This design comes from an exercise in tuning for small area, a short achievable clock period and few clock cycles per item on the open sky130 flow, not from production work. In this exercise RTL edits were held to simulation tests only and were not proved equivalent to the original. The flow treats the clock pin as an ideal source. Dropping or thinning the clock tree relies on that and would not hold on a real chip.

Design crc_code_faulty_memory, start of the top module:
module crc_code_faulty_memory(
    input clk,
    input rst,
    input write,
    input read,
    input [7:0] data_in,
    input [3:0] addr_in,
    input [3:0] fault_addr,
    input [1:0] burst_error_length,
    input fault_enable,
    output mem_write_busy,
    output read_busy,
    output data_valid,
    output error_detected,
    output completed,
    output [7:0] data_out
);
export LEC_CHECK = 0
export CAP_MARGIN = 20
export CORE_MARGIN = 2
export CORE_UTILIZATION = 70
export PLACE_DENSITY = 0.8
export SETUP_SLACK_MARGIN = 4.1
export SLEW_MARGIN = 20
create_clock -name core_clock -period 6.0 [get_ports {clk}]
standard.sh (not shown) runs the stock make flow with config.mk's settings and CLKGATE_MAP_FILE= SYNTH_SCRIPT=/design/flow/synth_recipe.tcl, a recipe that flattens the netlist after the stock synthesis.
==> flow/flow/run.sh <==
#!/bin/bash
# Layout: the standard flow (standard.sh), with its synthesis unchanged and
# these ORFS settings for the later steps:
#  - port buffers of the smallest plain buffer (the resizer sizes them up as
#    timing needs) instead of the default delay-cell buffers;
#  - before clock tree synthesis, mux4_1 cells become the smaller mux4_2;
#  - a two-level clock tree of inverters built by flow/mcts.tcl in place of
#    TritonCTS (PRE_CTS hook): the registers are split by position into
#    groups, each driven by a leaf inverter at its centre; the clock port
#    drives a few mid-level inverters, each driving the leaves of
#    neighbouring groups. Every register sees two inversions.
set -uo pipefail
export MCTS_GROUPS=4 MCTS_ROOT=2 MCTS_BUF=sky130_fd_sc_hd__inv_16 MCTS_LPM=1 MCTS_MID=sky130_fd_sc_hd__inv_6
EXTRA=("BUFFER_PORTS_ARGS=-buffer_cell sky130_fd_sc_hd__buf_1" "PRE_CTS_TCL=$PWD/flow/pre_cts.tcl")
bash standard.sh synth > synth.log 2>&1 || { tail -n 30 synth.log; exit 1; }
bash standard.sh "${EXTRA[@]}" finish > layout.log 2>&1 || { tail -n 30 layout.log; exit 1; }
==> flow/flow/mcts.tcl <==
# Manual clock tree: the registers are split by position into MCTS_GROUPS
# groups (2 columns, then rows), each driven by one leaf clock buffer placed
# at the centre of its group. The leaf buffers are driven by the clock port
# directly, or, with MCTS_ROOT set, by one root buffer at their centre.
proc manual_cts {args} {
  set ngrp [expr {[info exists ::env(MCTS_GROUPS)] ? $::env(MCTS_GROUPS) : 4}]
  set root [expr {[info exists ::env(MCTS_ROOT)] ? $::env(MCTS_ROOT) : 0}]
  set bufm [expr {[info exists ::env(MCTS_BUF)] ? $::env(MCTS_BUF) : "sky130_fd_sc_hd__clkbuf_16"}]
  mcts_dissolve
  set block [ord::get_db_block]
  set clknet [$block findNet clk]
  set sinks {}
  foreach it [$clknet getITerms] {
    set inst [$it getInst]
    lassign [$inst getLocation] x y
    set w [[$inst getMaster] getWidth]
    lappend sinks [list $it [expr {$x + $w/2}] $y]
  }
  set n [llength $sinks]
  # split into two halves by x, then each half into ngrp/2 by y
  set byx [lsort -integer -index 1 $sinks]
  set groups {}
  set ncol [expr {$ngrp >= 4 ? 2 : 1}]
  if {$ngrp % $ncol} { error "manual_cts: MCTS_GROUPS must be even" }
  set nrow [expr {$ngrp / $ncol}]
  set per [expr {int(ceil(double($n) / $ncol))}]
  for {set c 0} {$c < $ncol} {incr c} {
    set col [lrange $byx [expr {$c*$per}] [expr {($c+1)*$per - 1}]]
    set col [lsort -integer -index 2 $col]
    set m [llength $col]
    set per2 [expr {int(ceil(double($m) / $nrow))}]
    for {set r 0} {$r < $nrow} {incr r} {
      lappend groups [lrange $col [expr {$r*$per2}] [expr {($r+1)*$per2 - 1}]]
    }
  }
  set master [[ord::get_db] findMaster $bufm]
  set drv $clknet
  if {$root == 2} {
    # one mid-level buffer per MCTS_LPM leaf groups, driven by the clock port
    set mids {}
    set lpm [expr {[info exists ::env(MCTS_LPM)] ? $::env(MCTS_LPM) : 2}]
    set midm [expr {[info exists ::env(MCTS_MID)] ? $::env(MCTS_MID) : "sky130_fd_sc_hd__clkbuf_16"}]
    for {set q 0} {$q < [llength $groups] / $lpm} {incr q} {
      set minst [odb::dbInst_create $block [[ord::get_db] findMaster $midm] "clkbuf_m_mid_$q"]
      set mnet [odb::dbNet_create $block "clknet_m_mid_$q"]
      $mnet setSigType CLOCK
      [$minst findITerm A] connect $clknet
      [mcts_out $minst] connect $mnet
      set pair [concat {*}[lrange $groups [expr {$lpm*$q}] [expr {$lpm*$q + $lpm - 1}]]]
      set sx 0; set sy 0
      foreach s $pair { set sx [expr {$sx + [lindex $s 1]}]; set sy [expr {$sy + [lindex $s 2]}] }
      $minst setLocation [expr {$sx / [llength $pair]}] [expr {$sy / [llength $pair]}]
      $minst setPlacementStatus PLACED
      lappend mids $mnet
    }
  }
  if {$root == 1} {
    set rinst [odb::dbInst_create $block [[ord::get_db] findMaster sky130_fd_sc_hd__clkbuf_16] "clkbuf_m_root"]
    set drv [odb::dbNet_create $block "clknet_m_root"]
    $drv setSigType CLOCK
    [$rinst findITerm A] connect $clknet
    [mcts_out $rinst] connect $drv
    set sx 0; set sy 0
    foreach s $sinks { set sx [expr {$sx + [lindex $s 1]}]; set sy [expr {$sy + [lindex $s 2]}] }
    $rinst setLocation [expr {$sx / $n}] [expr {$sy / $n}]
    $rinst setPlacementStatus PLACED
  }
  set k 0
  foreach g $groups {
    if {[llength $g] == 0} continue
    set sx 0; set sy 0
    foreach s $g { set sx [expr {$sx + [lindex $s 1]}]; set sy [expr {$sy + [lindex $s 2]}] }
    set cx [expr {$sx / [llength $g]}]; set cy [expr {$sy / [llength $g]}]
    set inst [odb::dbInst_create $block $master "clkbuf_m_$k"]
    set net [odb::dbNet_create $block "clknet_m_$k"]
    $net setSigType CLOCK
    foreach s $g { set it [lindex $s 0]; $it disconnect; $it connect $net }
    if {$root == 2} { set drv [lindex $mids [expr {$k / $lpm}]] }
    [$inst findITerm A] connect $drv
    [mcts_out $inst] connect $net
    $inst setLocation $cx $cy
    $inst setPlacementStatus PLACED
    puts "manual_cts: clkbuf_m_$k drives [llength $g] sinks at ($cx, $cy)"
    incr k
  }
  $clknet setSigType CLOCK
}

# Before placement: group the registers by function (each memory word with
# the words that share its first read-multiplexer level, the other registers
# spread evenly) and give each group a clock buffer, so that global placement
# pulls each group together. manual_cts replaces this tree by one grouped on
# the final register positions.
proc mcts_pregroup {} {
  set ngrp [expr {[info exists ::env(MCTS_GROUPS)] ? $::env(MCTS_GROUPS) : 4}]
  set bufm [expr {[info exists ::env(MCTS_BUF)] ? $::env(MCTS_BUF) : "sky130_fd_sc_hd__clkbuf_16"}]
  set block [ord::get_db_block]
  set clknet [$block findNet clk]
  set master [[ord::get_db] findMaster $bufm]
  set nets {}
  for {set k 0} {$k < $ngrp} {incr k} {
    set inst [odb::dbInst_create $block $master "clkbuf_p_$k"]
    set net [odb::dbNet_create $block "clknet_p_$k"]
    $net setSigType CLOCK
    [$inst findITerm A] connect $clknet
    [mcts_out $inst] connect $net
    $inst setDoNotTouch 1
    lappend nets $net
  }
  set wpg [expr {16 / $ngrp}]
  set rr 0
  foreach it [$clknet getITerms] {
    set inst [$it getInst]
    if {[string match clkbuf_p_* [$inst getName]]} continue
    if {[regexp {^mem\[([0-9]+)\]} [$inst getName] -> w]} {
      set g [expr {($w / $wpg) % $ngrp}]
    } else {
      set g [expr {$rr % $ngrp}]
      incr rr
    }
    $it disconnect
    $it connect [lindex $nets $g]
  }
}

# Undo mcts_pregroup: the registers go back onto the clock port's net.
proc mcts_dissolve {} {
  set block [ord::get_db_block]
  set clknet [$block findNet clk]
  foreach inst [$block getInsts] {
    if {![string match clkbuf_p_* [$inst getName]]} continue
    set net [[mcts_out $inst] getNet]
    foreach it [$net getITerms] {
      if {[$it getInst] eq $inst} continue
      $it disconnect
      $it connect $clknet
    }
    $inst setDoNotTouch 0
    odb::dbInst_destroy $inst
    odb::dbNet_destroy $net
  }
}

# Output pin of a clock buffer (X) or inverter (Y).
proc mcts_out {inst} {
  set it [$inst findITerm X]
  if {$it eq "NULL" || $it eq ""} { set it [$inst findITerm Y] }
  return $it
}

# Swap cells for the same function in a smaller and no weaker drive:
# sky130_fd_sc_hd__mux4_2 is smaller than mux4_1.
proc swap_dominated_cells {} {
  set n 0
  foreach inst [[ord::get_db_block] getInsts] {
    if {[[$inst getMaster] getName] eq "sky130_fd_sc_hd__mux4_1"} {
      replace_cell [$inst getName] sky130_fd_sc_hd__mux4_2
      incr n
    }
  }
  puts "swap_dominated_cells: $n mux4_1 -> mux4_2"
}
==> flow/flow/pre_cts.tcl <==
# ORFS PRE_CTS hook: swap dominated cells, then build the clock tree with
# manual_cts (mcts.tcl) in place of TritonCTS; the rest of the CTS step
# (placement legalisation, timing repair) runs as usual.
source [file join [file dirname [info script]] mcts.tcl]
swap_dominated_cells
proc clock_tree_synthesis {args} { manual_cts }
Testbench counts at the start, summed over its fixed seeds: cycles 4,806, items 4,800.
Rerun with:
==> flow/flow/run.sh (replaced) <==
#!/bin/bash
# Layout: the standard flow (standard.sh), with its synthesis unchanged and
# these ORFS settings for the later steps:
#  - port buffers of the smallest plain buffer (the resizer sizes them up as
#    timing needs) instead of the default delay-cell buffers;
#  - a two-level clock tree of inverters built by flow/mcts.tcl in place of TritonCTS
#    (PRE_CTS hook): the registers are split by position into groups, each
#    driven by a leaf clock buffer at its centre; the clock port drives a few
#    mid-level buffers, each driving the leaf buffers of neighbouring groups.
set -uo pipefail
export MCTS_GROUPS=8 MCTS_ROOT=2 MCTS_BUF=sky130_fd_sc_hd__clkinv_8 MCTS_LPM=2 MCTS_MID=sky130_fd_sc_hd__clkinv_8
EXTRA=("BUFFER_PORTS_ARGS=-buffer_cell sky130_fd_sc_hd__buf_1" "PRE_CTS_TCL=$PWD/flow/pre_cts.tcl")
bash standard.sh synth > synth.log 2>&1 || { tail -n 30 synth.log; exit 1; }
bash standard.sh "${EXTRA[@]}" finish > layout.log 2>&1 || { tail -n 30 layout.log; exit 1; }
--- a/flow/flow/mcts.tcl
+++ b/flow/flow/mcts.tcl
@@ -149,14 +149 @@
 }
-
-# Swap cells for the same function in a smaller and no weaker drive:
-# sky130_fd_sc_hd__mux4_2 is smaller than mux4_1.
-proc swap_dominated_cells {} {
-  set n 0
-  foreach inst [[ord::get_db_block] getInsts] {
-    if {[[$inst getMaster] getName] eq "sky130_fd_sc_hd__mux4_1"} {
-      replace_cell [$inst getName] sky130_fd_sc_hd__mux4_2
-      incr n
-    }
-  }
-  puts "swap_dominated_cells: $n mux4_1 -> mux4_2"
-}
==> flow/flow/pre_cts.tcl (replaced) <==
# ORFS PRE_CTS hook: build the clock tree with manual_cts (mcts.tcl) in place
# of TritonCTS; the rest of the CTS step (placement legalisation, timing
# repair) runs as usual.
source [file join [file dirname [info script]] mcts.tcl]
proc clock_tree_synthesis {args} { manual_cts }
Cell area climbs by about 2.3%.
Area after synthesis stays the same.
Clock skew decreases by 3.3 ps.
Synthesized cell count does not change.
Rerun with:
--- a/flow/flow/run.sh
+++ b/flow/flow/run.sh
@@ -5,3 +5,3 @@
 #    timing needs) instead of the default delay-cell buffers;
-#  - a two-level clock tree of inverters built by flow/mcts.tcl in place of TritonCTS
+#  - a two-level clock tree built by flow/mcts.tcl in place of TritonCTS
 #    (PRE_CTS hook): the registers are split by position into groups, each
@@ -10,3 +10,3 @@
 set -uo pipefail
-export MCTS_GROUPS=8 MCTS_ROOT=2 MCTS_BUF=sky130_fd_sc_hd__clkinv_8 MCTS_LPM=2 MCTS_MID=sky130_fd_sc_hd__clkinv_8
+export MCTS_GROUPS=8 MCTS_ROOT=2 MCTS_BUF=sky130_fd_sc_hd__inv_8 MCTS_LPM=2 MCTS_MID=sky130_fd_sc_hd__inv_8
 EXTRA=("BUFFER_PORTS_ARGS=-buffer_cell sky130_fd_sc_hd__buf_1" "PRE_CTS_TCL=$PWD/flow/pre_cts.tcl")
--- a/flow/config.mk
+++ b/flow/config.mk
@@ -7,2 +7,3 @@
 export LEC_CHECK = 0
+export ABC_AREA = 1
 export CAP_MARGIN = 20
Effect: The new run produced a clean layout; cell area increases by about 9%; hold slack loses 3.3 ps; global-route usage goes up by 3.0 points; worst setup slack gets better by 21 ps; via count is higher by 52%.
No run of this note takes its clock network from TritonCTS; it comes from the design's own scripts or RTL.

re-timing with driven ports:
No port has a modelled driver above. Below, the same layouts with a new extraction and two added sets of constraints.
Step 1, drivers: a clkbuf_16 drives clk and a buf_2 each remaining input, both assumed.
Step 2 times the ports against the registers' clock, not the clock port: input delays grow and output delays shrink by t, the midpoint of the rising clock arrivals with the driver on.
Three values: ideal, step 1, step 2; two values: the first two.
run	t (ns)	slack for setup (ns)	worst setup path after step 2	worst register clock-pin slew, ns	cell pins on the clock port's net
the first run	0.236	4.170 / 4.066 / 4.161	input to register	0.11 / 0.11	4
the second run	0.267	4.156 / 4.019 / 4.141	input to register	0.07 / 0.07	4
the third run	0.243	4.177 / 4.056 / 4.132	input to register	0.09 / 0.09	4
After both steps every run listed still meets setup and hold. The setup slack of the third run, which loses most, moves by -0.121 ns with the drivers and by -0.045 ns with both steps.
